What follows belongs to an exercise in optimizing a design on an open flow for small area; a production flow would make more cautious choices. In this exercise RTL edits were held to simulation tests only and were not proved equivalent to the original.

File: design.v
module AudioADC(
input AUD_BCLK,
input rst,
input AUD_ADCLRCK,
input AUD_ADCDAT,
output reg [31:0] data
);
localparam START = 2'd0, WAIT = 2'd1, BITS = 2'd2, DONE = 2'd3;
reg [1:0] s;
reg [4:0] count;
reg [31:0] shift;
always @(posedge AUD_BCLK or negedge rst)
begin
	if (rst == 0)
		begin
			s <= START;
			count <= 5'd31;
		end
	else
		case (s)
			START: s <= WAIT;
			WAIT:  if (AUD_ADCLRCK) s <= BITS;
			BITS:
				begin
					count <= count - 5'd1;  
					if (count == 5'd0) s <= DONE;
				end
			DONE:  s <= WAIT;
		endcase
end
always @(posedge AUD_BCLK)
begin
	shift <= {shift[30:0], AUD_ADCDAT};
	if (s == DONE)
		data <= shift;
end
endmodule
module AudioDAC(
input AUD_BCLK,
input rst,
input AUD_DACLRCK,
input [15:0] half,
output load,
output reg loadLo,
output AUD_DACDAT
);
localparam START = 2'd0, WAIT = 2'd1, BITS = 2'd2, DONE = 2'd3;
reg [1:0] s;
reg [4:0] count;
reg [31:0] dataCopy;
assign load = (s == WAIT) & AUD_DACLRCK;
always @(posedge AUD_BCLK or negedge rst)
begin
	if (rst == 0)
		begin
			s <= START;
			count <= 5'd31;
		end
	else
		case (s)
			START: s <= WAIT;
			WAIT:  if (AUD_DACLRCK) s <= BITS;
			BITS:
				begin
					count <= count - 5'd1;  
					if (count == 5'd0) s <= DONE;
				end
			DONE:  s <= WAIT;
		endcase
end
always @(posedge AUD_BCLK)
begin
	loadLo <= load;
	if (load)
		dataCopy[31:16] <= half;
	if (loadLo)
		dataCopy[15:0] <= half;
end
assign AUD_DACDAT = dataCopy[count];
endmodule
module FxCore(
input [143:0] x,
input lpf,
input hpf,
input comb,
input mavg,
output [15:0] y
);
wire [15:0] u0 = {~x[15], x[14:0]};
wire [15:0] u1 = {~x[31], x[30:16]};
wire [15:0] u2 = {~x[47], x[46:32]};
wire [15:0] u3 = {~x[63], x[62:48]};
wire [15:0] u4 = {~x[79], x[78:64]};
wire [15:0] u5 = {~x[95], x[94:80]};
wire [15:0] u6 = {~x[111], x[110:96]};
wire [15:0] u7 = {~x[127], x[126:112]};
wire [15:0] u8 = {~x[143], x[142:128]};
wire ncomb = ~comb;
wire hs1;
wire hc2;
wire fs3;
wire fc4;
wire fs5;
wire fc6;
wire fs7;
wire fc8;
wire fs9;
wire fc10;
wire fs11;
wire fc12;
wire fs13;
wire fc14;
wire fs15;
wire fc16;
wire fs17;
wire fc18;
wire fs19;
wire fc20;
wire fs21;
wire fc22;
wire fs23;
wire fc24;
wire fs25;
wire fc26;
wire fs27;
wire fc28;
wire fs29;
wire fc30;
wire fs31;
wire fc32;
wire hs33;
wire hc34;
wire fs35;
wire fc36;
wire fs37;
wire fc38;
wire fs39;
wire fc40;
wire fs41;
wire fc42;
wire fs43;
wire fc44;
wire fs45;
wire fc46;
wire fs47;
wire fc48;
wire fs49;
wire fc50;
wire fs51;
wire fc52;
wire fs53;
wire fc54;
wire fs55;
wire fc56;
wire fs57;
wire fc58;
wire fs59;
wire fc60;
wire fs61;
wire fc62;
wire fs63;
wire fc64;
wire hs65;
wire hc66;
wire fs67;
wire fc68;
wire fs69;
wire fc70;
wire fs71;
wire fc72;
wire fs73;
wire fc74;
wire fs75;
wire fc76;
wire fs77;
wire fc78;
wire fs79;
wire fc80;
wire fs81;
wire fc82;
wire fs83;
wire fc84;
wire fs85;
wire fc86;
wire fs87;
wire fc88;
wire fs89;
wire fc90;
wire fs91;
wire fc92;
wire fs93;
wire fc94;
wire fs95;
wire fc96;
wire hs97;
wire hc98;
wire fs99;
wire fc100;
wire fs101;
wire fc102;
wire fs103;
wire fc104;
wire fs105;
wire fc106;
wire fs107;
wire fc108;
wire fs109;
wire fc110;
wire fs111;
wire fc112;
wire fs113;
wire fc114;
wire fs115;
wire fc116;
wire fs117;
wire fc118;
wire fs119;
wire fc120;
wire fs121;
wire fc122;
wire fs123;
wire fc124;
wire fs125;
wire fc126;
wire fs127;
wire fc128;
wire [17:0] oa;
wire [17:0] ob;
wire [17:0] ea;
wire [17:0] eb;
wire fs129;
wire fc130;
wire fs131;
wire fc132;
wire hs133;
wire hc134;
wire fs135;
wire fc136;
wire hs137;
wire hc138;
wire fs139;
wire fc140;
wire hs141;
wire hc142;
wire fs143;
wire fc144;
wire hs145;
wire hc146;
wire fs147;
wire fc148;
wire hs149;
wire hc150;
wire fs151;
wire fc152;
wire hs153;
wire hc154;
wire fs155;
wire fc156;
wire hs157;
wire hc158;
wire fs159;
wire fc160;
wire hs161;
wire hc162;
wire fs163;
wire fc164;
wire hs165;
wire hc166;
wire fs167;
wire fc168;
wire hs169;
wire hc170;
wire fs171;
wire fc172;
wire hs173;
wire hc174;
wire fs175;
wire fc176;
wire hs177;
wire hc178;
wire fs179;
wire fc180;
wire hs181;
wire hc182;
wire fs183;
wire fc184;
wire hs185;
wire hc186;
wire fs187;
wire fc188;
wire fs189;
wire fc190;
wire fs191;
wire fc192;
wire hs193;
wire hc194;
wire fs195;
wire fc196;
wire hs197;
wire hc198;
wire hs199;
wire hc200;
wire fs201;
wire fc202;
wire fs203;
wire fc204;
wire fs205;
wire fc206;
wire fs207;
wire fc208;
wire fs209;
wire fc210;
wire fs211;
wire fc212;
wire fs213;
wire fc214;
wire fs215;
wire fc216;
wire fs217;
wire fc218;
wire fs219;
wire fc220;
wire fs221;
wire fc222;
wire fs223;
wire fc224;
wire fs225;
wire fc226;
wire fs227;
wire fc228;
wire fs229;
wire fc230;
wire fs231;
wire fc232;
wire fs233;
wire fc234;
wire hs235;
wire hc236;
wire fs237;
wire fc238;
wire fs239;
wire fc240;
wire fs241;
wire fc242;
wire fs243;
wire fc244;
wire fs245;
wire fc246;
wire fs247;
wire fc248;
wire fs249;
wire fc250;
wire fs251;
wire fc252;
wire fs253;
wire fc254;
wire fs255;
wire fc256;
wire fs257;
wire fc258;
wire fs259;
wire fc260;
wire fs261;
wire fc262;
wire fs263;
wire fc264;
wire fs265;
wire fc266;
wire fs267;
wire fc268;
wire fs269;
wire fc270;
wire fs271;
wire fc272;
wire [19:0] sa;
wire [19:0] sb;
wire [15:0] p = comb ? u0 : u4;
wire [17:0] qa = {18{lpf | mavg}} & oa;
wire [17:0] qb = {18{lpf | mavg}} & ob;
wire [17:0] ra = {{2{mavg}} & ea[17:16], ({16{mavg}} & ea[15:0]) | ({16{hpf}} & ~ea[15:0]) | ({16{comb}} & ~u8)};
wire [17:0] rb = {{2{mavg}} & eb[17:16], ({16{mavg}} & eb[15:0]) | ({16{hpf}} & ~eb[15:0])};
assign hs1 = u1[0] ^ u3[0];
assign hc2 = u1[0] & u3[0];
assign fs3 = u1[1] ^ u3[1] ^ u5[1];
assign fc4 = (u1[1] & u3[1]) | (u5[1] & (u1[1] ^ u3[1]));
assign fs5 = u1[2] ^ u3[2] ^ u5[2];
assign fc6 = (u1[2] & u3[2]) | (u5[2] & (u1[2] ^ u3[2]));
assign fs7 = u1[3] ^ u3[3] ^ u5[3];
assign fc8 = (u1[3] & u3[3]) | (u5[3] & (u1[3] ^ u3[3]));
assign fs9 = u1[4] ^ u3[4] ^ u5[4];
assign fc10 = (u1[4] & u3[4]) | (u5[4] & (u1[4] ^ u3[4]));
assign fs11 = u1[5] ^ u3[5] ^ u5[5];
assign fc12 = (u1[5] & u3[5]) | (u5[5] & (u1[5] ^ u3[5]));
assign fs13 = u1[6] ^ u3[6] ^ u5[6];
assign fc14 = (u1[6] & u3[6]) | (u5[6] & (u1[6] ^ u3[6]));
assign fs15 = u1[7] ^ u3[7] ^ u5[7];
assign fc16 = (u1[7] & u3[7]) | (u5[7] & (u1[7] ^ u3[7]));
assign fs17 = u1[8] ^ u3[8] ^ u5[8];
assign fc18 = (u1[8] & u3[8]) | (u5[8] & (u1[8] ^ u3[8]));
assign fs19 = u1[9] ^ u3[9] ^ u5[9];
assign fc20 = (u1[9] & u3[9]) | (u5[9] & (u1[9] ^ u3[9]));
assign fs21 = u1[10] ^ u3[10] ^ u5[10];
assign fc22 = (u1[10] & u3[10]) | (u5[10] & (u1[10] ^ u3[10]));
assign fs23 = u1[11] ^ u3[11] ^ u5[11];
assign fc24 = (u1[11] & u3[11]) | (u5[11] & (u1[11] ^ u3[11]));
assign fs25 = u1[12] ^ u3[12] ^ u5[12];
assign fc26 = (u1[12] & u3[12]) | (u5[12] & (u1[12] ^ u3[12]));
assign fs27 = u1[13] ^ u3[13] ^ u5[13];
assign fc28 = (u1[13] & u3[13]) | (u5[13] & (u1[13] ^ u3[13]));
assign fs29 = u1[14] ^ u3[14] ^ u5[14];
assign fc30 = (u1[14] & u3[14]) | (u5[14] & (u1[14] ^ u3[14]));
assign fs31 = u1[15] ^ u3[15] ^ u5[15];
assign fc32 = (u1[15] & u3[15]) | (u5[15] & (u1[15] ^ u3[15]));
assign hs33 = hs1 ^ u5[0];
assign hc34 = hs1 & u5[0];
assign fs35 = fs3 ^ u7[1] ^ hc2;
assign fc36 = (fs3 & u7[1]) | (hc2 & (fs3 ^ u7[1]));
assign fs37 = fs5 ^ u7[2] ^ fc4;
assign fc38 = (fs5 & u7[2]) | (fc4 & (fs5 ^ u7[2]));
assign fs39 = fs7 ^ u7[3] ^ fc6;
assign fc40 = (fs7 & u7[3]) | (fc6 & (fs7 ^ u7[3]));
assign fs41 = fs9 ^ u7[4] ^ fc8;
assign fc42 = (fs9 & u7[4]) | (fc8 & (fs9 ^ u7[4]));
assign fs43 = fs11 ^ u7[5] ^ fc10;
assign fc44 = (fs11 & u7[5]) | (fc10 & (fs11 ^ u7[5]));
assign fs45 = fs13 ^ u7[6] ^ fc12;
assign fc46 = (fs13 & u7[6]) | (fc12 & (fs13 ^ u7[6]));
assign fs47 = fs15 ^ u7[7] ^ fc14;
assign fc48 = (fs15 & u7[7]) | (fc14 & (fs15 ^ u7[7]));
assign fs49 = fs17 ^ u7[8] ^ fc16;
assign fc50 = (fs17 & u7[8]) | (fc16 & (fs17 ^ u7[8]));
assign fs51 = fs19 ^ u7[9] ^ fc18;
assign fc52 = (fs19 & u7[9]) | (fc18 & (fs19 ^ u7[9]));
assign fs53 = fs21 ^ u7[10] ^ fc20;
assign fc54 = (fs21 & u7[10]) | (fc20 & (fs21 ^ u7[10]));
assign fs55 = fs23 ^ u7[11] ^ fc22;
assign fc56 = (fs23 & u7[11]) | (fc22 & (fs23 ^ u7[11]));
assign fs57 = fs25 ^ u7[12] ^ fc24;
assign fc58 = (fs25 & u7[12]) | (fc24 & (fs25 ^ u7[12]));
assign fs59 = fs27 ^ u7[13] ^ fc26;
assign fc60 = (fs27 & u7[13]) | (fc26 & (fs27 ^ u7[13]));
assign fs61 = fs29 ^ u7[14] ^ fc28;
assign fc62 = (fs29 & u7[14]) | (fc28 & (fs29 ^ u7[14]));
assign fs63 = fs31 ^ u7[15] ^ fc30;
assign fc64 = (fs31 & u7[15]) | (fc30 & (fs31 ^ u7[15]));
assign hs65 = u0[0] ^ u2[0];
assign hc66 = u0[0] & u2[0];
assign fs67 = u0[1] ^ u2[1] ^ u6[1];
assign fc68 = (u0[1] & u2[1]) | (u6[1] & (u0[1] ^ u2[1]));
assign fs69 = u0[2] ^ u2[2] ^ u6[2];
assign fc70 = (u0[2] & u2[2]) | (u6[2] & (u0[2] ^ u2[2]));
assign fs71 = u0[3] ^ u2[3] ^ u6[3];
assign fc72 = (u0[3] & u2[3]) | (u6[3] & (u0[3] ^ u2[3]));
assign fs73 = u0[4] ^ u2[4] ^ u6[4];
assign fc74 = (u0[4] & u2[4]) | (u6[4] & (u0[4] ^ u2[4]));
assign fs75 = u0[5] ^ u2[5] ^ u6[5];
assign fc76 = (u0[5] & u2[5]) | (u6[5] & (u0[5] ^ u2[5]));
assign fs77 = u0[6] ^ u2[6] ^ u6[6];
assign fc78 = (u0[6] & u2[6]) | (u6[6] & (u0[6] ^ u2[6]));
assign fs79 = u0[7] ^ u2[7] ^ u6[7];
assign fc80 = (u0[7] & u2[7]) | (u6[7] & (u0[7] ^ u2[7]));
assign fs81 = u0[8] ^ u2[8] ^ u6[8];
assign fc82 = (u0[8] & u2[8]) | (u6[8] & (u0[8] ^ u2[8]));
assign fs83 = u0[9] ^ u2[9] ^ u6[9];
assign fc84 = (u0[9] & u2[9]) | (u6[9] & (u0[9] ^ u2[9]));
assign fs85 = u0[10] ^ u2[10] ^ u6[10];
assign fc86 = (u0[10] & u2[10]) | (u6[10] & (u0[10] ^ u2[10]));
assign fs87 = u0[11] ^ u2[11] ^ u6[11];
assign fc88 = (u0[11] & u2[11]) | (u6[11] & (u0[11] ^ u2[11]));
assign fs89 = u0[12] ^ u2[12] ^ u6[12];
assign fc90 = (u0[12] & u2[12]) | (u6[12] & (u0[12] ^ u2[12]));
assign fs91 = u0[13] ^ u2[13] ^ u6[13];
assign fc92 = (u0[13] & u2[13]) | (u6[13] & (u0[13] ^ u2[13]));
assign fs93 = u0[14] ^ u2[14] ^ u6[14];
assign fc94 = (u0[14] & u2[14]) | (u6[14] & (u0[14] ^ u2[14]));
assign fs95 = u0[15] ^ u2[15] ^ u6[15];
assign fc96 = (u0[15] & u2[15]) | (u6[15] & (u0[15] ^ u2[15]));
assign hs97 = hs65 ^ u6[0];
assign hc98 = hs65 & u6[0];
assign fs99 = fs67 ^ u8[1] ^ hc66;
assign fc100 = (fs67 & u8[1]) | (hc66 & (fs67 ^ u8[1]));
assign fs101 = fs69 ^ u8[2] ^ fc68;
assign fc102 = (fs69 & u8[2]) | (fc68 & (fs69 ^ u8[2]));
assign fs103 = fs71 ^ u8[3] ^ fc70;
assign fc104 = (fs71 & u8[3]) | (fc70 & (fs71 ^ u8[3]));
assign fs105 = fs73 ^ u8[4] ^ fc72;
assign fc106 = (fs73 & u8[4]) | (fc72 & (fs73 ^ u8[4]));
assign fs107 = fs75 ^ u8[5] ^ fc74;
assign fc108 = (fs75 & u8[5]) | (fc74 & (fs75 ^ u8[5]));
assign fs109 = fs77 ^ u8[6] ^ fc76;
assign fc110 = (fs77 & u8[6]) | (fc76 & (fs77 ^ u8[6]));
assign fs111 = fs79 ^ u8[7] ^ fc78;
assign fc112 = (fs79 & u8[7]) | (fc78 & (fs79 ^ u8[7]));
assign fs113 = fs81 ^ u8[8] ^ fc80;
assign fc114 = (fs81 & u8[8]) | (fc80 & (fs81 ^ u8[8]));
assign fs115 = fs83 ^ u8[9] ^ fc82;
assign fc116 = (fs83 & u8[9]) | (fc82 & (fs83 ^ u8[9]));
assign fs117 = fs85 ^ u8[10] ^ fc84;
assign fc118 = (fs85 & u8[10]) | (fc84 & (fs85 ^ u8[10]));
assign fs119 = fs87 ^ u8[11] ^ fc86;
assign fc120 = (fs87 & u8[11]) | (fc86 & (fs87 ^ u8[11]));
assign fs121 = fs89 ^ u8[12] ^ fc88;
assign fc122 = (fs89 & u8[12]) | (fc88 & (fs89 ^ u8[12]));
assign fs123 = fs91 ^ u8[13] ^ fc90;
assign fc124 = (fs91 & u8[13]) | (fc90 & (fs91 ^ u8[13]));
assign fs125 = fs93 ^ u8[14] ^ fc92;
assign fc126 = (fs93 & u8[14]) | (fc92 & (fs93 ^ u8[14]));
assign fs127 = fs95 ^ u8[15] ^ fc94;
assign fc128 = (fs95 & u8[15]) | (fc94 & (fs95 ^ u8[15]));
assign oa = {1'b0, fc32, fs63, fs61, fs59, fs57, fs55, fs53, fs51, fs49, fs47, fs45, fs43, fs41, fs39, fs37, fs35, hs33};
assign ob = {1'b0, fc64, fc62, fc60, fc58, fc56, fc54, fc52, fc50, fc48, fc46, fc44, fc42, fc40, fc38, fc36, hc34, u7[0]};
assign ea = {1'b0, fc96, fs127, fs125, fs123, fs121, fs119, fs117, fs115, fs113, fs111, fs109, fs107, fs105, fs103, fs101, fs99, hs97};
assign eb = {1'b0, fc128, fc126, fc124, fc122, fc120, fc118, fc116, fc114, fc112, fc110, fc108, fc106, fc104, fc102, fc100, hc98, u8[0]};
assign fs129 = p[0] ^ qa[0] ^ qb[0];
assign fc130 = (p[0] & qa[0]) | (qb[0] & (p[0] ^ qa[0]));
assign fs131 = p[1] ^ qa[1] ^ qb[1];
assign fc132 = (p[1] & qa[1]) | (qb[1] & (p[1] ^ qa[1]));
assign hs133 = ra[1] ^ rb[1];
assign hc134 = ra[1] & rb[1];
assign fs135 = p[2] ^ qa[2] ^ qb[2];
assign fc136 = (p[2] & qa[2]) | (qb[2] & (p[2] ^ qa[2]));
assign hs137 = ra[2] ^ rb[2];
assign hc138 = ra[2] & rb[2];
assign fs139 = p[3] ^ qa[3] ^ qb[3];
assign fc140 = (p[3] & qa[3]) | (qb[3] & (p[3] ^ qa[3]));
assign hs141 = ra[3] ^ rb[3];
assign hc142 = ra[3] & rb[3];
assign fs143 = p[4] ^ qa[4] ^ qb[4];
assign fc144 = (p[4] & qa[4]) | (qb[4] & (p[4] ^ qa[4]));
assign hs145 = ra[4] ^ rb[4];
assign hc146 = ra[4] & rb[4];
assign fs147 = p[5] ^ qa[5] ^ qb[5];
assign fc148 = (p[5] & qa[5]) | (qb[5] & (p[5] ^ qa[5]));
assign hs149 = ra[5] ^ rb[5];
assign hc150 = ra[5] & rb[5];
assign fs151 = p[6] ^ qa[6] ^ qb[6];
assign fc152 = (p[6] & qa[6]) | (qb[6] & (p[6] ^ qa[6]));
assign hs153 = ra[6] ^ rb[6];
assign hc154 = ra[6] & rb[6];
assign fs155 = p[7] ^ qa[7] ^ qb[7];
assign fc156 = (p[7] & qa[7]) | (qb[7] & (p[7] ^ qa[7]));
assign hs157 = ra[7] ^ rb[7];
assign hc158 = ra[7] & rb[7];
assign fs159 = p[8] ^ qa[8] ^ qb[8];
assign fc160 = (p[8] & qa[8]) | (qb[8] & (p[8] ^ qa[8]));
assign hs161 = ra[8] ^ rb[8];
assign hc162 = ra[8] & rb[8];
assign fs163 = p[9] ^ qa[9] ^ qb[9];
assign fc164 = (p[9] & qa[9]) | (qb[9] & (p[9] ^ qa[9]));
assign hs165 = ra[9] ^ rb[9];
assign hc166 = ra[9] & rb[9];
assign fs167 = p[10] ^ qa[10] ^ qb[10];
assign fc168 = (p[10] & qa[10]) | (qb[10] & (p[10] ^ qa[10]));
assign hs169 = ra[10] ^ rb[10];
assign hc170 = ra[10] & rb[10];
assign fs171 = p[11] ^ qa[11] ^ qb[11];
assign fc172 = (p[11] & qa[11]) | (qb[11] & (p[11] ^ qa[11]));
assign hs173 = ra[11] ^ rb[11];
assign hc174 = ra[11] & rb[11];
assign fs175 = p[12] ^ qa[12] ^ qb[12];
assign fc176 = (p[12] & qa[12]) | (qb[12] & (p[12] ^ qa[12]));
assign hs177 = ra[12] ^ rb[12];
assign hc178 = ra[12] & rb[12];
assign fs179 = p[13] ^ qa[13] ^ qb[13];
assign fc180 = (p[13] & qa[13]) | (qb[13] & (p[13] ^ qa[13]));
assign hs181 = ra[13] ^ rb[13];
assign hc182 = ra[13] & rb[13];
assign fs183 = p[14] ^ qa[14] ^ qb[14];
assign fc184 = (p[14] & qa[14]) | (qb[14] & (p[14] ^ qa[14]));
assign hs185 = ra[14] ^ rb[14];
assign hc186 = ra[14] & rb[14];
assign fs187 = p[15] ^ qa[15] ^ qb[15];
assign fc188 = (p[15] & qa[15]) | (qb[15] & (p[15] ^ qa[15]));
assign fs189 = ra[15] ^ rb[15] ^ ncomb;
assign fc190 = (ra[15] & rb[15]) | (ncomb & (ra[15] ^ rb[15]));
assign fs191 = qa[16] ^ qb[16] ^ ra[16];
assign fc192 = (qa[16] & qb[16]) | (ra[16] & (qa[16] ^ qb[16]));
assign hs193 = rb[16] ^ 1'b1;
assign hc194 = rb[16] & 1'b1;
assign fs195 = qa[17] ^ qb[17] ^ ra[17];
assign fc196 = (qa[17] & qb[17]) | (ra[17] & (qa[17] ^ qb[17]));
assign hs197 = rb[17] ^ 1'b1;
assign hc198 = rb[17] & 1'b1;
assign hs199 = fs129 ^ ra[0];
assign hc200 = fs129 & ra[0];
assign fs201 = fs131 ^ hs133 ^ hpf;
assign fc202 = (fs131 & hs133) | (hpf & (fs131 ^ hs133));
assign fs203 = fs135 ^ hs137 ^ fc132;
assign fc204 = (fs135 & hs137) | (fc132 & (fs135 ^ hs137));
assign fs205 = fs139 ^ hs141 ^ fc136;
assign fc206 = (fs139 & hs141) | (fc136 & (fs139 ^ hs141));
assign fs207 = fs143 ^ hs145 ^ fc140;
assign fc208 = (fs143 & hs145) | (fc140 & (fs143 ^ hs145));
assign fs209 = fs147 ^ hs149 ^ fc144;
assign fc210 = (fs147 & hs149) | (fc144 & (fs147 ^ hs149));
assign fs211 = fs151 ^ hs153 ^ fc148;
assign fc212 = (fs151 & hs153) | (fc148 & (fs151 ^ hs153));
assign fs213 = fs155 ^ hs157 ^ fc152;
assign fc214 = (fs155 & hs157) | (fc152 & (fs155 ^ hs157));
assign fs215 = fs159 ^ hs161 ^ fc156;
assign fc216 = (fs159 & hs161) | (fc156 & (fs159 ^ hs161));
assign fs217 = fs163 ^ hs165 ^ fc160;
assign fc218 = (fs163 & hs165) | (fc160 & (fs163 ^ hs165));
assign fs219 = fs167 ^ hs169 ^ fc164;
assign fc220 = (fs167 & hs169) | (fc164 & (fs167 ^ hs169));
assign fs221 = fs171 ^ hs173 ^ fc168;
assign fc222 = (fs171 & hs173) | (fc168 & (fs171 ^ hs173));
assign fs223 = fs175 ^ hs177 ^ fc172;
assign fc224 = (fs175 & hs177) | (fc172 & (fs175 ^ hs177));
assign fs225 = fs179 ^ hs181 ^ fc176;
assign fc226 = (fs179 & hs181) | (fc176 & (fs179 ^ hs181));
assign fs227 = fs183 ^ hs185 ^ fc180;
assign fc228 = (fs183 & hs185) | (fc180 & (fs183 ^ hs185));
assign fs229 = fs187 ^ fs189 ^ fc184;
assign fc230 = (fs187 & fs189) | (fc184 & (fs187 ^ fs189));
assign fs231 = fs191 ^ hs193 ^ fc188;
assign fc232 = (fs191 & hs193) | (fc188 & (fs191 ^ hs193));
assign fs233 = fs195 ^ hs197 ^ fc192;
assign fc234 = (fs195 & hs197) | (fc192 & (fs195 ^ hs197));
assign hs235 = hs199 ^ rb[0];
assign hc236 = hs199 & rb[0];
assign fs237 = fs201 ^ fc130 ^ hc200;
assign fc238 = (fs201 & fc130) | (hc200 & (fs201 ^ fc130));
assign fs239 = fs203 ^ hc134 ^ fc202;
assign fc240 = (fs203 & hc134) | (fc202 & (fs203 ^ hc134));
assign fs241 = fs205 ^ hc138 ^ fc204;
assign fc242 = (fs205 & hc138) | (fc204 & (fs205 ^ hc138));
assign fs243 = fs207 ^ hc142 ^ fc206;
assign fc244 = (fs207 & hc142) | (fc206 & (fs207 ^ hc142));
assign fs245 = fs209 ^ hc146 ^ fc208;
assign fc246 = (fs209 & hc146) | (fc208 & (fs209 ^ hc146));
assign fs247 = fs211 ^ hc150 ^ fc210;
assign fc248 = (fs211 & hc150) | (fc210 & (fs211 ^ hc150));
assign fs249 = fs213 ^ hc154 ^ fc212;
assign fc250 = (fs213 & hc154) | (fc212 & (fs213 ^ hc154));
assign fs251 = fs215 ^ hc158 ^ fc214;
assign fc252 = (fs215 & hc158) | (fc214 & (fs215 ^ hc158));
assign fs253 = fs217 ^ hc162 ^ fc216;
assign fc254 = (fs217 & hc162) | (fc216 & (fs217 ^ hc162));
assign fs255 = fs219 ^ hc166 ^ fc218;
assign fc256 = (fs219 & hc166) | (fc218 & (fs219 ^ hc166));
assign fs257 = fs221 ^ hc170 ^ fc220;
assign fc258 = (fs221 & hc170) | (fc220 & (fs221 ^ hc170));
assign fs259 = fs223 ^ hc174 ^ fc222;
assign fc260 = (fs223 & hc174) | (fc222 & (fs223 ^ hc174));
assign fs261 = fs225 ^ hc178 ^ fc224;
assign fc262 = (fs225 & hc178) | (fc224 & (fs225 ^ hc178));
assign fs263 = fs227 ^ hc182 ^ fc226;
assign fc264 = (fs227 & hc182) | (fc226 & (fs227 ^ hc182));
assign fs265 = fs229 ^ hc186 ^ fc228;
assign fc266 = (fs229 & hc186) | (fc228 & (fs229 ^ hc186));
assign fs267 = fs231 ^ fc190 ^ fc230;
assign fc268 = (fs231 & fc190) | (fc230 & (fs231 ^ fc190));
assign fs269 = fs233 ^ hc194 ^ fc232;
assign fc270 = (fs233 & hc194) | (fc232 & (fs233 ^ hc194));
assign fs271 = fc196 ^ hc198 ^ fc234;
assign fc272 = (fc196 & hc198) | (fc234 & (fc196 ^ hc198));
assign sa = {1'b1, fs271, fs269, fs267, fs265, fs263, fs261, fs259, fs257, fs255, fs253, fs251, fs249, fs247, fs245, fs243, fs241, fs239, fs237, hs235};
assign sb = {fc272, fc270, fc268, fc266, fc264, fc262, fc260, fc258, fc256, fc254, fc252, fc250, fc248, fc246, fc244, fc242, fc240, fc238, hc236, comb};
wire [20:0] cc;
wire [19:0] s;
assign cc[0] = 1'b0;
genvar gi;
generate for (gi = 0; gi < 20; gi = gi + 1) begin : rca
	assign s[gi] = sa[gi] ^ sb[gi] ^ cc[gi];
	assign cc[gi+1] = (sa[gi] & sb[gi]) | (cc[gi] & (sa[gi] ^ sb[gi]));
end endgenerate
wire negfrac = s[19] & (s[2:0] != 3'd0);
wire [15:0] avg = s[18:3] + negfrac;
assign y = mavg ? avg : s[15:0];
endmodule
module AudioEffects(
input AUD_BCLK,
input rst,
input sw1,
input sw2,
input sw3,
input sw4,
input sw5,
input AUD_ADCDAT,
input AUD_ADCLRCK,
input AUD_DACLRCK,
output AUD_DACDAT
);
wire [31:0] adcData;
wire dacLoad;
wire phase;         
wire dacBit;
AudioADC myADC(
.AUD_BCLK(AUD_BCLK),
.rst(rst),
.AUD_ADCLRCK(AUD_ADCLRCK),
.AUD_ADCDAT(AUD_ADCDAT),
.data(adcData)
);
reg [143:0] lineL;    
reg [159:0] lineR;    
always @(posedge AUD_BCLK)
begin
	if (AUD_DACLRCK == 1)
		begin
			lineL <= {lineL[127:0], adcData[31:16]};
			lineR <= {lineR[143:0], adcData[15:0]};
		end
end
reg [3:0] selD;
always @(posedge AUD_BCLK)
	selD <= {sw5, sw4, sw3, sw2};
wire [3:0] sel = phase ? selD : {sw5, sw4, sw3, sw2};
wire isFx = (sel == 4'b1000) | (sel == 4'b0100) | (sel == 4'b0010) | (sel == 4'b0001);
wire [143:0] x = phase ? lineR[159:16] : lineL;
wire [15:0] dflt = phase ? lineR[15:0] : adcData[31:16];
wire [15:0] fx;
FxCore core(.x(x), .lpf(sel[3]), .hpf(sel[2]), .comb(sel[1]), .mavg(sel[0]), .y(fx));
wire [15:0] half = isFx ? fx : dflt;
AudioDAC myDAC(
.AUD_BCLK(AUD_BCLK),
.rst(rst),
.AUD_DACLRCK(AUD_DACLRCK),
.half(half),
.load(dacLoad),
.loadLo(phase),
.AUD_DACDAT(dacBit)
);
assign AUD_DACDAT = sw1 & dacBit;
endmodule
File: run.sh
#!/bin/bash
# synth_recipe.tcl (not shown) runs the flow's synth.tcl, then flattens the netlist and writes it again
# the make line also repeats each setting of config.mk as NAME=value (left out here)
make -C /OpenROAD-flow-scripts/flow DESIGN_CONFIG=/design/flow/config.mk WORK_HOME=/design/flow/orfs CLKGATE_MAP_FILE= SYNTH_SCRIPT=/design/flow/synth_recipe.tcl finish
File: config.mk
export PLATFORM = sky130hd
export DESIGN_NAME = AudioEffects
export DESIGN_NICKNAME = AudioEffects
export VERILOG_FILES = /design/flow/design.v
export SDC_FILE = /design/flow/constraint.sdc
export NUM_CORES = 4
export LEC_CHECK = 0
export CAP_MARGIN = 20
export CORE_MARGIN = 2
export CORE_UTILIZATION = 40
export SLEW_MARGIN = 20
File: constraint.sdc
create_clock -name core_clock -period 10.0 [get_ports {AUD_BCLK}]
set_input_delay 2.0000 -clock core_clock [delete_from_list [all_inputs] [get_ports {AUD_BCLK}]]
set_output_delay 2.0000 -clock core_clock [all_outputs]
set_load 0.01 [all_outputs]
==> key figures, run 1 <==
Run status
  • Status: failed layout checks
  • Layout Check Fails: setup timing

Setup path
  • Slowest cell on crit path: fa_1
  • Worst Path Arrival: around 11 ns
  • WS Path Type: in -> reg
  • Largest stage delay on the critical path: ~0.55 ns
  • CP dominant cell by count: fa_2
  • Reg-to-reg setup timing slack: -0.97 ns
  • Register-to-Register Path Depth: 39
  • Setup crit end kind: register
  • RR Startpoint: myDAC.loadLo$_DFF_P_
  • Worst Path Required: 10.31 ns
  • CP Launch Type: input pin
  • Worst R2R End: myDAC.dataCopy[21]$_DFFE_PP_
  • Worst-path fanout max: 4

Synthesis
  • Post-Syn Nets: 1,315
  • Simple-Gate Fraction of Synth Area: about 3.8%
  • Post-synthesis adder-cell area fraction: 15.7%
  • Mux cell area share after synthesis: 10.3%
  • Xor and xnor area share after synthesis: less than 1%
  • Largest family of logic cells by synthesized area: adder cells
  • Yosys warnings: 3
  • FF+latch count, synth: about 420
  • Synth cell types: 53
  • Post-Synthesis Cells: between 1k and 1.5k
  • Mapped cell area: about 19,000 um^2
  • Post-synthesis compound-gate area fraction: 3.42%
  • Syn_area_per_cell: 16.8 um^2
  • Sequential area share after synthesis: 63.4%

Worst hold path
  • Hold EP: myADC.shift[18]$_DFF_P_
  • WHS Path Cells: 0
  • Hold_sp: myADC.shift[17]$_DFF_P_
  • Hold crit path type: reg -> reg

Global route
  • First-pass GRT wire length: about 57,000 um
  • Initial antenna violation count: 1
  • GRT Total Usage: approximately 15%
  • Overflow after GRT: 0
  • Via count of the first global-routing pass: between 10k and 15k
  • Largest net degree at the start of global routing: ~110

Die
  • Die outline height: 223 um
  • Initial Utilization: around 40%
  • Die area: 49,700 um^2
  • Chip Width: between 200 and 250 um
  • I/O Pins: 11
  • Row count: 80
  • Core area: roughly 48,000 um^2

Timing
  • Final min period: ~11 ns
  • Worst Skew: ~0.028 ns
  • Final hold vios: 0
  • Max Freq: between 0.09 and 0.1 GHz
  • Final Max Tran Viols: 0
  • Slew HR: about 33%
  • Slew at the pin closest to its max-slew limit: 1.00 ns
  • RSZ-0062 raised after global routing: yes
  • Tcrit/Tclk final: 110%
  • Worst setup margin: -0.977 ns
  • Setup Viol. Count Final: 32

Detailed routing
  • ANT nets after route: 0
  • Via density: ~5
  • Via Count: ~9.3k
  • Wire per inst: ~19 um
  • DRC viols: 0
  • Pre-Repair DR Iteration Count: 5
  • DRT iter0 DRCs: 531
  • Final wirelength: between 30,000 and 40,000 um

Finish
  • P&R area growth vs syn: 15.9%
  • Fin area: around 22,000 um^2
  • Share of layout cells above drive strength 1: a little over a fifth
  • Final nets: ~1.4k
  • Leading cell types in the layout, fill and taps excluded: edfxtp_1 (368), mux2i_1 (116), fa_1 (111)
  • Core Util, Final: between 40% and 50%
  • Commonest non-fill, non-tap cell in the layout: edfxtp_1
  • Antenna diodes: 0
  • Fill cells: 4,090

CTS
  • Clk buf depth: 3
  • Root Driver: clkbuf_16
  • Clock sink total: around 420
  • CTS buffer count: 44
  • Skew-Pair Late Insertion Delay: between 0.5 and 0.6 ns
  • CTS tree: yes
  • Worst-path clk slew: ~0.06 ns
  • CTS Hold Bufs: 0
  • H-tree depth: 2

Job
  • Maximum capacitance violations: 0

Place
  • Post-DP Area: around 20,000 um^2
  • DPL Wire Length: roughly 24,000 um
  • PortBufs: 10
  • Placer congestion estimate: approximately 0.8
## final cells by class
cell class                      instances  area (um^2)  share of cell area (%)
Clock inverter                         21          215                   0.969
Inverter                               70          263                    1.18
Clock buffer                           60         1250                    5.63
Tap cell                              615          769                    3.46
Timing Repair Buffer                   80          721                    3.24
Sequential cell                       419        12200                    54.7
Multi-Input combinational cell        611         6840                    30.8
## stage by stage
stage          hold WS (ns)  setup WS, ns  TNS, ns  instances
2_1_floorplan         0.327         -1.23   -32.28       1143
3_3_place_gp          0.336         -1.95   -57.68       1777
3_5_place_dp          0.339         -2.12   -63.47       1777
4_1_cts               0.350        -0.998   -27.67       1869
5_1_grt               0.355         -1.30   -36.75       1876
6_report              0.345        -0.977   -27.72       1876
## registers in the layout, summed over array words and instances, names as in the netlist
register and cells:
lineL 144, lineR 160, myADC.count 5, myADC.data 32, myADC.s 2, myADC.shift 32
myDAC.count 5, myDAC.dataCopy 32, myDAC.loadLo 1, myDAC.s 2, selD 4
## per-layer routing
| layer | part of all wire (%) | track usage [%] | routed length (um) |
|---|---|---|---|
| met1 | 48 | 22.1 | 17200 |
| met2 | 46 | 22.7 | 16200 |
| met3 | 4.2 | 3.04 | 1480 |
| met4 | 1.7 | 3.49 | 609 |
| met5 | 0 | 0 | 0 |
## logic make-up after synthesis
logic type               count (synthesis)
AO/OA/AOI/OAI                           99
XOR/XNOR                                20
adder cells (fa/ha/maj)                163
buffers and inverters                  113
flip-flops                             419
multiplexers                           179
AND/OR/NAND/NOR                        150
## how the worst max path moves through the flow
stage | startpoint | endpoint | slack (ns) | cells after the start
3_3_place_gp | sw2 | myDAC.dataCopy[21]$_DFFE_PP_ | -1.95 | 35
2_1_floorplan | sw3 | myDAC.dataCopy[21]$_DFFE_PP_ | -1.23 | 36
6_report | sw2 | myDAC.dataCopy[21]$_DFFE_PP_ | -0.98 | 35
5_1_grt | myDAC.loadLo$_DFF_P_ | myDAC.dataCopy[9]$_DFFE_PP_ | -1.30 | 39
4_1_cts | myDAC.loadLo$_DFF_P_ | myDAC.dataCopy[9]$_DFFE_PP_ | -1.0 | 38
3_5_place_dp | sw2 | myDAC.dataCopy[21]$_DFFE_PP_ | -2.12 | 35
## Yosys cell counts, drive strengths merged
master | count | area (um^2)
a221o | 12 | 120
and2 | 22 | 140
o32ai | 5 | 43.8
o2bb2ai | 1 | 8.76
buf | 29 | 158
o311ai | 1 | 8.76
a22oi | 1 | 7.51
nand2 | 29 | 109
maj3 | 1 | 10.0
o31ai | 1 | 7.51
mux4 | 7 | 158
xor2 | 14 | 123
mux2i | 120 | 1230
nor4bb | 1 | 10.0
and4b | 1 | 10.0
a21oi | 47 | 235
clkbuf | 14 | 52.6
nand2b | 2 | 12.5
nand4 | 6 | 37.5
nor3 | 4 | 20.0
dfxtp | 37 | 741
mux2 | 52 | 586
nor2b | 12 | 75.1
xnor2 | 6 | 52.6
and3 | 2 | 12.5
a32oi | 1 | 8.76
a2111oi | 1 | 8.76
a31oi | 2 | 12.5
nand4b | 1 | 8.76
nor4b | 2 | 17.5
a211oi | 11 | 82.6
o21ai | 9 | 45.0
nand3 | 7 | 35.0
ha | 33 | 413
dfrtp | 4 | 100
nor2 | 60 | 225
o221ai | 5 | 43.8
dfstp | 10 | 263
o32a | 1 | 10.0
edfxtp | 368 | 11100
fa | 129 | 2580
o41a | 1 | 11.3
or4b | 1 | 10.0
inv | 70 | 263
## critical path, delay by kind of cell
family | cells | cell delay [ns]
AO/OA/AOI/OAI | 3 | 0.36
adder cells (fa/ha/maj) | 21 | 7.39
buffers and inverters | 5 | 0.44
multiplexers | 2 | 0.49
AND/OR/NAND/NOR | 4 | 0.57
## timing repair
action                                 in CTS  in global routing
pin swaps                                  14                  9
setup endpoints to repair                  32                 32
endpoints found under the hold margin       0                  0
gates cloned                                1                  0
resized for setup                          43                 11
buffers inserted                           10                  7
==> run 2, diff against run 1 <==
--- a/design.v
+++ b/design.v
@@ -659,10 +659,3 @@
 assign sb = {fc272, fc270, fc268, fc266, fc264, fc262, fc260, fc258, fc256, fc254, fc252, fc250, fc248, fc246, fc244, fc242, fc240, fc238, hc236, comb};
-wire [20:0] cc;
-wire [19:0] s;
-assign cc[0] = 1'b0;
-genvar gi;
-generate for (gi = 0; gi < 20; gi = gi + 1) begin : rca
-	assign s[gi] = sa[gi] ^ sb[gi] ^ cc[gi];
-	assign cc[gi+1] = (sa[gi] & sb[gi]) | (cc[gi] & (sa[gi] ^ sb[gi]));
-end endgenerate
+wire [19:0] s = sa + sb;
 wire negfrac = s[19] & (s[2:0] != 3'd0);
==> key figures, run 2 <==
Timing
  • Final Max Tran Viols: 0
  • Worst Skew: 0.0250 ns
  • Final min period: about 8.4 ns
  • Tcrit/Tclk final: roughly 84%
  • Slew at the pin closest to its max-slew limit: roughly 1.1 ns
  • Max Freq: between 0.1 and 0.15 GHz
  • Worst hold slack: roughly 0.35 ns
  • Final hold vios: 0
  • Setup Viol. Count Final: 0
  • RSZ-0062 raised after global routing: no
  • Slew HR: between 20% and 30%
  • Setup TNS: 0 ns

Die
  • Core area: around 49,000 um^2
  • Initial Utilization: about two fifths
  • Chip Width: 227 um
  • I/O Pins: 11
  • Die area: slightly above 50,000 um^2
  • Die outline height: between 200 and 250 um
  • Row count: approximately 80

Setup path
  • Buffers and inverters on the worst path: 5
  • Largest stage delay on the critical path: just over 0.5 ns
  • Setup crit end kind: register
  • Reg-to-reg setup timing slack: between 1.5 and 2 ns
  • Worst Path Required: just over 10 ns
  • WS Path Type: in -> reg
  • Worst Path Arrival: ~8.7 ns
  • CP top delay family: adder cells
  • Worst-path fanout max: 16
  • CP Launch Type: input pin
  • Slowest cell on crit path: clkdlybuf4s50_1

Global route
  • Overflow after GRT: 0
  • Largest net degree at the start of global routing: 99
  • First-pass GRT wire length: 58,600 um
  • Initial antenna violation count: 0
  • Via count of the first global-routing pass: approximately 11k
  • GRT Total Usage: between 10% and 20%

Synthesis
  • Largest family of logic cells by synthesized area: adder cells
  • Synth cell types: a little under 70
  • Number of flops mapped to enable cells by yosys: between 300 and 400
  • Post-Synthesis Cells: ~1.3k
  • FF+latch count, synth: 419
  • Post-synth top area share: ~55%
  • Post-Syn Nets: between 1k and 1.5k
  • Xor and xnor area share after synthesis: ~1.8%
  • Synth area leaders: edfxtp_1 (55%), fa_1 (11%), mux2_2 (5.9%)
  • Post-synth top flop: edfxtp_1
  • Simple-Gate Fraction of Synth Area: about 4.4%
  • Yosys warnings: 3
  • Syn_area_per_cell: between 15 and 20 um^2
  • Post-synthesis adder-cell area fraction: 14.3%
  • Mux cell area share after synthesis: 10.0%
  • Mapped cell area: 20,000 um^2
  • Most frequent cell after synthesis: edfxtp_1
  • Sequential area share after synthesis: about three fifths
  • Synth area leader: edfxtp_1
  • Post-synth ARST share: between 3 and 4%
  • Post-synthesis compound-gate area fraction: about 4.9%
  • Top post-synthesis cells by count: edfxtp_1 (368), inv_1 (147), fa_1 (112)

Job
  • Maximum capacitance violations: 0

Finish
  • Share of layout cells above drive strength 1: between 15 and 20%
  • Largest regs: lineR (160), lineL (144)
  • Top reg by flops: lineR
  • Number of flip-flops under the largest register name: 160
  • P&R area growth vs syn: 11.7%
  • Fin area: 22,300 um^2
  • Leading cell types in the layout, fill and taps excluded: edfxtp_1 (368), inv_1 (147), fa_1 (112)
  • Non-Filler Instances: 2,035
  • Antenna diodes: 0
  • Final nets: 1,509
  • Commonest non-fill, non-tap cell in the layout: edfxtp_1

Place
  • Placed cells: ~2.0k
  • Placer congestion estimate: between 0.8 and 0.9
  • Post-DP Area: about 21,000 um^2
  • DPL Wire Length: about 25,000 um
  • PortBufs: 10

Detailed routing
  • DRC viols: 0
  • DRT iter0 DRCs: around 700
  • Wire per inst: around 18 um
  • Via density: approximately 5.0
  • Final wirelength: ~37,000 um
  • Via Count: around 10k
  • ANT nets after route: 0
  • Pre-Repair DR Iteration Count: 5

CTS
  • H-tree depth: 2
  • CTS tree: yes
  • Root Driver: clkbuf_16
  • Setup bufs post-CTS: 0
  • Worst-path clk slew: roughly 0.060 ns
  • CTS buffer count: 44
  • Post-cts sizing count: 0
  • Skew-Pair Late Insertion Delay: approximately 0.58 ns
  • Clk buf depth: 3
  • CTS Hold Bufs: 0
  • Clock sink total: approximately 420

Run status
  • Status: finished clean

Worst hold path
  • Hold crit path type: reg -> reg
## run 2: cell types whose count changed in the layout (fill, tap and decap cells not counted), moves of 28 or more
cell,before,now
inv_1,65,147
mux2i_1,116,60
mux2_2,49,104
buf_4,60,16
nand2b_1,1,35
nand2_1,26,57
o21ai_0,6,34
## run 2: per-layer routing
layer  GRT usage (%)  share of wire (%)  vias to the layer above
met2            22.9                 46                      188
li1                -                  -                     4751
met3            2.28                3.6                       54
met4            5.06                2.3                        0
met5               0                  0                        -
met1            21.8                 49                     5133
## run 2: cell families after synthesis
| family | count (synthesis) |
|---|---|
| flops | 419 |
| fa+ha+maj | 161 |
| buf+inv | 192 |
| compound gates | 148 |
| mux | 175 |
| xor+xnor | 36 |
| simple gates | 178 |
## run 2: final cells by class
class                   instances  area [um^2]
clock buffers                  65         1300
clock inverters                14          120
fillers                      4289        26800
inverters                     148          556
multi-input cells             698         7100
flip-flops and latches        419        12200
well taps                     664          831
repair buffers                 27          245
## run 2: per-stage QoR
| stage | setup WS (ns) | utilization [%] |
|---|---|---|
| after CTS | 1.62 | 45.4 |
| after detailed placement | 1.02 | 42.5 |
| after global placement | 1.08 | 42.5 |
| after global routing | 1.07 | 45.4 |
| after floorplan | 1.50 | - |
| final | 1.60 | 45.4 |
## run 2: final timing paths
check                                                to                    from  cells past startpoint
max in group asynchronous        myDAC.s[1]$_DFFE_PN0P_                     rst                      1
min in group asynchronous        myADC.s[1]$_DFFE_PN0P_                     rst                      1
hold / removal                   myADC.shift[4]$_DFF_P_  myADC.shift[3]$_DFF_P_                      0
hold reg to reg                  myADC.shift[4]$_DFF_P_  myADC.shift[3]$_DFF_P_                      0
setup reg to reg           myDAC.dataCopy[15]$_DFFE_PP_    myDAC.loadLo$_DFF_P_                     28
setup / recovery           myDAC.dataCopy[15]$_DFFE_PP_                     sw4                     25
## run 2: worst reg2reg max path: cells and delay by family, from the launching register on
kind                       cells  cell delay, ns
adders and majority gates      7            3.08
and+or+nand+nor                8            1.59
AOI/OAI and AO/OA              6            1.45
DFF                            1            0.71
buffers and inverters          5            0.61
muxes                          1            0.40
xor gates and xnor gates       1            0.17
==> run 3, diff against run 2 <==
--- a/design.v
+++ b/design.v
@@ -5,3 +5,4 @@
 input AUD_ADCDAT,
-output reg [31:0] data
+output reg [15:0] dataL,
+output reg [15:0] dataR
 );
@@ -11,2 +12,3 @@
 reg [31:0] shift;
+reg doneD;
 always @(posedge AUD_BCLK or negedge rst)
@@ -33,4 +35,7 @@
 	shift <= {shift[30:0], AUD_ADCDAT};
+	doneD <= (s == DONE);
 	if (s == DONE)
-		data <= shift;
+		dataL <= shift[31:16];
+	if (doneD)
+		dataR <= shift[16:1];
 end
@@ -659,5 +664,33 @@
 assign sb = {fc272, fc270, fc268, fc266, fc264, fc262, fc260, fc258, fc256, fc254, fc252, fc250, fc248, fc246, fc244, fc242, fc240, fc238, hc236, comb};
-wire [19:0] s = sa + sb;
+wire [20:0] cc;
+wire [19:0] s0;
+wire [19:0] s;
+wire [20:10] ones;    
+assign cc[0] = 1'b0;
+assign cc[10] = 1'b0;
+genvar gi;
+generate for (gi = 0; gi < 20; gi = gi + 1) begin : rca
+	assign s0[gi] = sa[gi] ^ sb[gi] ^ cc[gi];
+	if (gi != 10 - 1)
+		assign cc[gi+1] = (sa[gi] & sb[gi]) | (cc[gi] & (sa[gi] ^ sb[gi]));
+end endgenerate
+wire clo = (sa[10-1] & sb[10-1]) | (cc[10-1] & (sa[10-1] ^ sb[10-1]));
+assign ones[10] = 1'b1;
+generate for (gi = 0; gi < 20; gi = gi + 1) begin : inc
+	if (gi < 10)
+		assign s[gi] = s0[gi];
+	else begin
+		assign ones[gi+1] = ones[gi] & s0[gi];
+		assign s[gi] = s0[gi] ^ (clo & ones[gi]);
+	end
+end endgenerate
 wire negfrac = s[19] & (s[2:0] != 3'd0);
-wire [15:0] avg = s[18:3] + negfrac;
+wire [16:0] aones;   
+wire [15:0] avg;
+assign aones[0] = 1'b1;
+genvar ai;
+generate for (ai = 0; ai < 16; ai = ai + 1) begin : div
+	assign aones[ai+1] = aones[ai] & s[ai+3];
+	assign avg[ai] = s[ai+3] ^ (negfrac & aones[ai]);
+end endgenerate
 assign y = mavg ? avg : s[15:0];
@@ -677,3 +710,3 @@
 );
-wire [31:0] adcData;
+wire [15:0] adcL, adcR;
 wire dacLoad;
@@ -686,13 +719,15 @@
 .AUD_ADCDAT(AUD_ADCDAT),
-.data(adcData)
+.dataL(adcL),
+.dataR(adcR)
 );
-reg [143:0] lineL;    
-reg [159:0] lineR;    
+reg [143:0] lineL;
+reg [143:0] lineR;
+reg shiftR;
 always @(posedge AUD_BCLK)
 begin
+	shiftR <= AUD_DACLRCK;
 	if (AUD_DACLRCK == 1)
-		begin
-			lineL <= {lineL[127:0], adcData[31:16]};
-			lineR <= {lineR[143:0], adcData[15:0]};
-		end
+		lineL <= {lineL[127:0], adcL};
+	if (shiftR == 1)
+		lineR <= {lineR[127:0], adcR};
 end
@@ -703,4 +738,4 @@
 wire isFx = (sel == 4'b1000) | (sel == 4'b0100) | (sel == 4'b0010) | (sel == 4'b0001);
-wire [143:0] x = phase ? lineR[159:16] : lineL;
-wire [15:0] dflt = phase ? lineR[15:0] : adcData[31:16];
+wire [143:0] x = phase ? lineR : lineL;
+wire [15:0] dflt = phase ? adcR : adcL;
 wire [15:0] fx;
--- a/config.mk
+++ b/config.mk
@@ -10,2 +10,3 @@
 export CORE_UTILIZATION = 40
+export CTS_BUF_LIST = sky130_fd_sc_hd__clkbuf_4 sky130_fd_sc_hd__clkbuf_8
 export SLEW_MARGIN = 20
==> key figures, run 3 <==
Run status
  • Status: finished clean

Finish
  • P&R area growth vs syn: 12.9%
  • Leading cell types in the layout, fill and taps excluded: edfxtp_1 (352), fa_1 (128), mux2i_1 (103)
  • Fin area: approximately 21,000 um^2
  • Commonest non-fill, non-tap cell in the layout: edfxtp_1
  • Share of layout cells above drive strength 1: a little under a fifth
  • Largest regs: lineL (144), lineR (144)
  • Antenna diodes: 0
  • Core Util, Final: a little under half
  • Non-Filler Instances: 1,889
  • Final nets: approximately 1.4k
  • Fill cells: between 4k and 5k

Setup path
  • Worst-path fanout max: 10
  • Worst Path Required: between 10 and 15 ns
  • Reg-to-reg setup timing slack: 0.77 ns
  • Slowest cell on crit path: fa_1
  • Largest stage delay on the critical path: approximately 0.54 ns
  • Register-to-Register Path Depth: 27
  • Buffers and inverters on the worst path: 7
  • WS Path Type: in -> reg
  • Setup crit end kind: register
  • Crit. path cell count: 27
  • CP dominant cell by count: fa_1
  • CP Launch Type: input pin
  • Worst Path Arrival: approximately 9.8 ns
  • CP top delay family: adder cells

Place
  • Post-DP Area: just under 20,000 um^2
  • PortBufs: 10
  • Placed cells: approximately 1.8k
  • Placer congestion estimate: ~0.77
  • DPL Wire Length: around 24,000 um

Global route
  • First-pass GRT wire length: 58,200 um
  • Largest net degree at the start of global routing: 81
  • GRT Total Usage: roughly 16%
  • Via count of the first global-routing pass: just over 10k
  • Initial antenna violation count: 0
  • Overflow after GRT: 0

Timing
  • Final hold vios: 0
  • RSZ-0062 raised after global routing: no
  • Tcrit/Tclk final: a little over nine tenths
  • Slew at the pin closest to its max-slew limit: around 1.1 ns
  • Final Max Tran Viols: 0
  • Final min period: ~9.4 ns
  • Slew HR: a little under 30%
  • Setup TNS: 0 ns
  • Setup Viol. Count Final: 0
  • Max Freq: between 0.1 and 0.15 GHz
  • Worst Skew: about 0.025 ns

Die
  • Row count: just under 80
  • Chip Width: approximately 220 um
  • Core area: around 46,000 um^2
  • Initial Utilization: between 40% and 50%
  • Die area: between 40,000 and 50,000 um^2
  • I/O Pins: 11
  • Die outline height: ~220 um

CTS
  • CTS buffer count: 70
  • H-tree depth: 3
  • CTS tree: yes
  • Skew-Pair Late Insertion Delay: about 0.6 ns
  • Setup bufs post-CTS: 0
  • Clk buf depth: 3
  • Post-cts sizing count: 0
  • Worst-path clk slew: 0.06 ns
  • CTS Hold Bufs: 0
  • Root Driver: clkbuf_8
  • Clock sink total: just over 400

Synthesis
  • Post-synthesis compound-gate area fraction: 4.18%
  • Mux cell area share after synthesis: roughly a tenth
  • Synth cell types: 54
  • Sequential area share after synthesis: 62.3%
  • Post-Synthesis Cells: ~1.2k
  • Post-synth ARST share: roughly 3.5%
  • Largest family of logic cells by synthesized area: adder cells
  • Top post-synthesis cells by count: edfxtp_1 (352), fa_1 (128), mux2i_1 (105)
  • Post-synth top flop: edfxtp_1
  • Yosys warnings: 3
  • FF+latch count, synth: 405
  • Number of flops mapped to enable cells by yosys: 352
  • Mapped cell area: between 15,000 and 20,000 um^2
  • Post-synth top area share: 56.3%
  • Synth area leader: edfxtp_1
  • Post-Syn Nets: around 1.3k
  • Syn_area_per_cell: 16.3 um^2
  • Simple-Gate Fraction of Synth Area: around 4.4%
  • Xor and xnor area share after synthesis: 0.979%
  • Most frequent cell after synthesis: edfxtp_1
  • Synth area leaders: edfxtp_1 (56%), fa_1 (14%), mux2i_1 (5.6%)
  • Post-synthesis adder-cell area fraction: between 10% and 20%

Worst hold path
  • WHS Path Cells: 0
  • Hold crit path type: reg -> reg

Job
  • Maximum capacitance violations: 0

Detailed routing
  • DRT iter0 DRCs: 726
  • ANT nets after route: 0
  • Wire per inst: 19.2 um
  • Via density: roughly 5.0
  • DRC viols: 0
  • Final wirelength: between 30,000 and 40,000 um
  • Pre-Repair DR Iteration Count: 5
  • Via Count: between 9k and 10k
==> run 3: cells by family (layout without fill, tap and decap cells) <==
family                     after synthesis  count (layout)
muxes                                  165             165
adders and majority gates              160             160
and+or+nand+nor                        161             161
buffers and inverters                  118             250
AOI/OAI and AO/OA                      120             120
xor gates and xnor gates                21              21
DFF                                    405             405
==> run 3: per-stage QoR <==
stage / setup slack [ns] / hold WS (ns)
4_1_cts: 0.569 / 0.326
5_1_grt: 0.258 / 0.346
3_3_place_gp: 0.0480 / 0.313
3_5_place_dp: -0.0720 / 0.312
2_1_floorplan: 0.205 / 0.310
6_report: 0.564 / 0.326
==> run 3: final timing paths <==
path                                   startpoint                            to
max                                           sw3  myDAC.dataCopy[28]$_DFFE_PP_
min                        myADC.shift[0]$_DFF_P_        myADC.shift[1]$_DFF_P_
max reg2reg                  myDAC.loadLo$_DFF_P_  myDAC.dataCopy[28]$_DFFE_PP_
min reg2reg                myADC.shift[0]$_DFF_P_        myADC.shift[1]$_DFF_P_
max in group asynchronous                     rst        myDAC.s[0]$_DFFE_PN0P_
min in group asynchronous                     rst        myADC.s[1]$_DFFE_PN0P_
==> run 3: per-layer routing <==
metal,global-route usage (%),vias up,routed length [um]
met3,2.80,75,1540
met1,22.7,4873,17100
met2,23.8,192,16500
li1,-,4380,-
met4,6.07,0,1070
met5,0,-,0
==> run 3: layout make-up <==
type                            count  area, um^2  share of cell area (%)
Clock buffer                       99        1240                    5.83
Clock inverter                     25         139                   0.655
Inverter                           74         278                    1.31
Multi-Input combinational cell    627        6620                    31.2
Sequential cell                   405       11700                    55.2
Tap cell                          607         759                    3.58
Timing Repair Buffer               52         467                    2.20
==> run 3: worst register-to-register path: stages, from the launching register on <==
cell	delay, ns
dfxtp_4	0.64
buf_12	0.44
mux2i_1	0.29
fa_1	0.57
inv_1	0.06
fa_1	0.43
and2_1	0.16
fa_1	0.38
fa_1	0.49
inv_1	0.05
fa_1	0.53
inv_1	0.04
ha_1	0.20
fa_1	0.38
fa_1	0.39
fa_1	0.41
fa_1	0.39
fa_1	0.39
fa_1	0.39
fa_1	0.37
inv_1	0.08
fa_1	0.47
nor4b_4	0.36
xor2_1	0.24
buf_4	0.16
and4_1	0.24
a21oi_1	0.09
o31ai_1	0.37
==> run 4, diff against run 3 <==
--- a/config.mk
+++ b/config.mk
@@ -10,3 +10,2 @@
 export CORE_UTILIZATION = 40
-export CTS_BUF_LIST = sky130_fd_sc_hd__clkbuf_4 sky130_fd_sc_hd__clkbuf_8
 export SLEW_MARGIN = 20
==> key figures, run 4 <==
Run status
  • Status: finished clean

Synthesis
  • Yosys warnings: 3
  • Post-synth top flop: edfxtp_1
  • Post-Syn Nets: between 1k and 1.5k
  • Post-synth ARST share: around 3.5%
  • Mapped cell area: 18,800 um^2
  • Syn_area_per_cell: between 15 and 20 um^2
  • Post-synth top area share: 56.3%
  • Sequential area share after synthesis: between 60% and 70%
  • Number of flops mapped to enable cells by yosys: between 300 and 400
  • FF+latch count, synth: a little over 400
  • Synth area leader: edfxtp_1
  • Post-Synthesis Cells: roughly 1.2k
  • Synth cell types: 54
  • Synth area leaders: edfxtp_1 (56%), fa_1 (14%), mux2i_1 (5.6%)
  • Most frequent cell after synthesis: edfxtp_1
  • Top post-synthesis cells by count: edfxtp_1 (352), fa_1 (128), mux2i_1 (105)

CTS
  • CTS buffer count: 44
  • CTS tree: yes
  • Skew-Pair Late Insertion Delay: 0.56 ns
  • Setup bufs post-CTS: 0
  • CTS Hold Bufs: 0
  • H-tree depth: 2
  • Clock sink total: just over 400
  • Clk buf depth: 3
  • Post-cts sizing count: 0
  • Root Driver: clkbuf_16
  • Worst-path clk slew: approximately 0.060 ns

Setup path
  • Slowest cell on crit path: fa_1
  • Register-to-Register Path Depth: 27
  • WS Path Type: in -> reg
  • CP dominant cell by count: fa_1
  • CP top delay family: adder cells
  • Setup crit end kind: register
  • CP Launch Type: input pin
  • Crit. path cell count: 27
  • Worst Path Required: 10.32 ns
  • Buffers and inverters on the worst path: 7
  • Largest stage delay on the critical path: around 0.54 ns
  • Worst-path fanout max: 10
  • Worst Path Arrival: about 9.8 ns

Job
  • Maximum capacitance violations: 0

Detailed routing
  • DRC viols: 0
  • DRT iter0 DRCs: ~640
  • ANT nets after route: 0
  • Pre-Repair DR Iteration Count: 5
  • Via Count: approximately 9.4k
  • Via density: 5.07
  • Final wirelength: approximately 36,000 um
  • Wire per inst: 19.5 um

Die
  • I/O Pins: 11
  • Initial Utilization: 40.4%
  • Row count: 79
  • Core area: between 40,000 and 50,000 um^2
  • Die area: 48,700 um^2
  • Chip Width: ~220 um
  • Die outline height: ~220 um

Global route
  • Via count of the first global-routing pass: about 10k
  • GRT Total Usage: 15.6%
  • Largest net degree at the start of global routing: ~80
  • Initial antenna violation count: 0
  • First-pass GRT wire length: between 50,000 and 60,000 um
  • Overflow after GRT: 0

Place
  • Placed cells: roughly 1.8k
  • DPL Wire Length: about 24,000 um
  • Placer congestion estimate: roughly 0.77
  • PortBufs: 10

Finish
  • Final nets: roughly 1.4k
  • Core Util, Final: 45.9%
  • Antenna diodes: 0
  • Largest regs: lineL (144), lineR (144)
  • Commonest non-fill, non-tap cell in the layout: edfxtp_1
  • Non-Filler Instances: roughly 1.8k
  • Leading cell types in the layout, fill and taps excluded: edfxtp_1 (352), fa_1 (128), mux2i_1 (103)
  • P&R area growth vs syn: 13.4%
  • Share of layout cells above drive strength 1: about 15%

Worst hold path
  • Hold crit path type: reg -> reg
  • WHS Path Cells: 0

Timing
  • RSZ-0062 raised after global routing: no
  • Final hold vios: 0
  • Final min period: 9.49 ns
  • Slew at the pin closest to its max-slew limit: between 1 and 1.5 ns
  • Setup Viol. Count Final: 0
  • Max Freq: between 0.1 and 0.15 GHz
  • Tcrit/Tclk final: a little over nine tenths
  • Slew HR: 28.8%
  • Final Max Tran Viols: 0
  • Worst Skew: 0.0122 ns
-- run 4: cell counts after synthesis --
No cell type changed its count.
-- run 4: final timing paths --
path                                             start                           end  slack [ns]
worst max-delay path                               sw3  myDAC.dataCopy[28]$_DFFE_PP_        0.51
worst max register to register    myDAC.loadLo$_DFF_P_  myDAC.dataCopy[28]$_DFFE_PP_        0.77
worst min-delay path            myADC.shift[0]$_DFF_P_        myADC.shift[1]$_DFF_P_        0.33
worst min register to register  myADC.shift[0]$_DFF_P_        myADC.shift[1]$_DFF_P_        0.33
min in group asynchronous                          rst        myADC.s[1]$_DFFE_PN0P_        1.85
max in group asynchronous                          rst        myDAC.s[0]$_DFFE_PN0P_        7.73
-- run 4: final cells by class --
type / instances / area (um^2)
repair buffers: 52 / 467
clock inverters: 25 / 210
flip-flops and latches: 405 / 11700
inverters: 74 / 278
well taps: 607 / 759
fillers: 4021 / 25200
clock buffers: 57 / 1250
multi-input cells: 627 / 6620
-- run 4: layer usage --
layer | GRT usage [%] | part of all wire [%] | routed length [um] | vias up
met5 | 0 | 0 | 0 | -
met4 | 5.13 | 2.5 | 897 | 0
met3 | 2.32 | 3.7 | 1340 | 53
met2 | 23.8 | 46 | 16400 | 151
met1 | 22.9 | 48 | 17400 | 4843
li1 | - | - | - | 4320
-- run 4: logic make-up after synthesis --
| kind of cell | share of synthesized area (%) |
|---|---|
| AOI/OAI and AO/OA | 4.18 |
| xor gates and xnor gates | 0.979 |
| adders and majority gates | 15.8 |
| buffers and inverters | 2.54 |
| DFF | 62.3 |
| muxes | 9.81 |
| and+or+nand+nor | 4.38 |
-- run 4: per-stage QoR --
stage / setup TNS [ns] / setup slack, ns / area (um^2) / hold slack [ns]
after detailed placement: -0.289 / -0.0720 / 19800 / 0.312
after floorplan: 0 / 0.205 / 18800 / 0.310
after global routing: 0 / 0.213 / 21300 / 0.347
final: 0 / 0.513 / 21300 / 0.326
after CTS: 0 / 0.531 / 21300 / 0.326
after global placement: 0 / 0.0480 / 19800 / 0.313

## port drivers added, routing unchanged
No port has a modelled driver above. Below, the same layouts with a new extraction and two added sets of constraints. Step 1: set_driving_cell puts a clkbuf_16 on AUD_BCLK and a buf_2 on each other input, an assumption about the parent block. Step 2 also shifts input and output timing later by t, the mid clock arrival at the registers, as if the neighbouring blocks saw the same clock. Slacks: ideal / step 1 / step 2; pairs: ideal / step 1.
| run | shift t [ns] | setup WS [ns] | worst setup path at the end | worst slew at a driven data input, ns | cell pins on the clock port's net |
|---|---|---|---|---|---|
| run 1 | 0.625 | -0.977 / -0.970 / -1.579 | input to register | 0.05 | 1 |
| run 2 | 0.625 | 1.599 / 1.620 / 0.994 | input to register | 0.05 | 1 |
| run 3 | 0.639 | 0.564 / 0.592 / -0.047 | input to register | 0.05 | 1 |
| run 4 | 0.607 | 0.513 / 0.543 / -0.064 | input to register | 0.05 | 1 |
With both steps, setup timing fails in run 3 and run 4, where it was met with ideal ports. The setup slack of run 3, which loses most, moves by +0.028 ns with the drivers and by -0.611 ns with both steps.
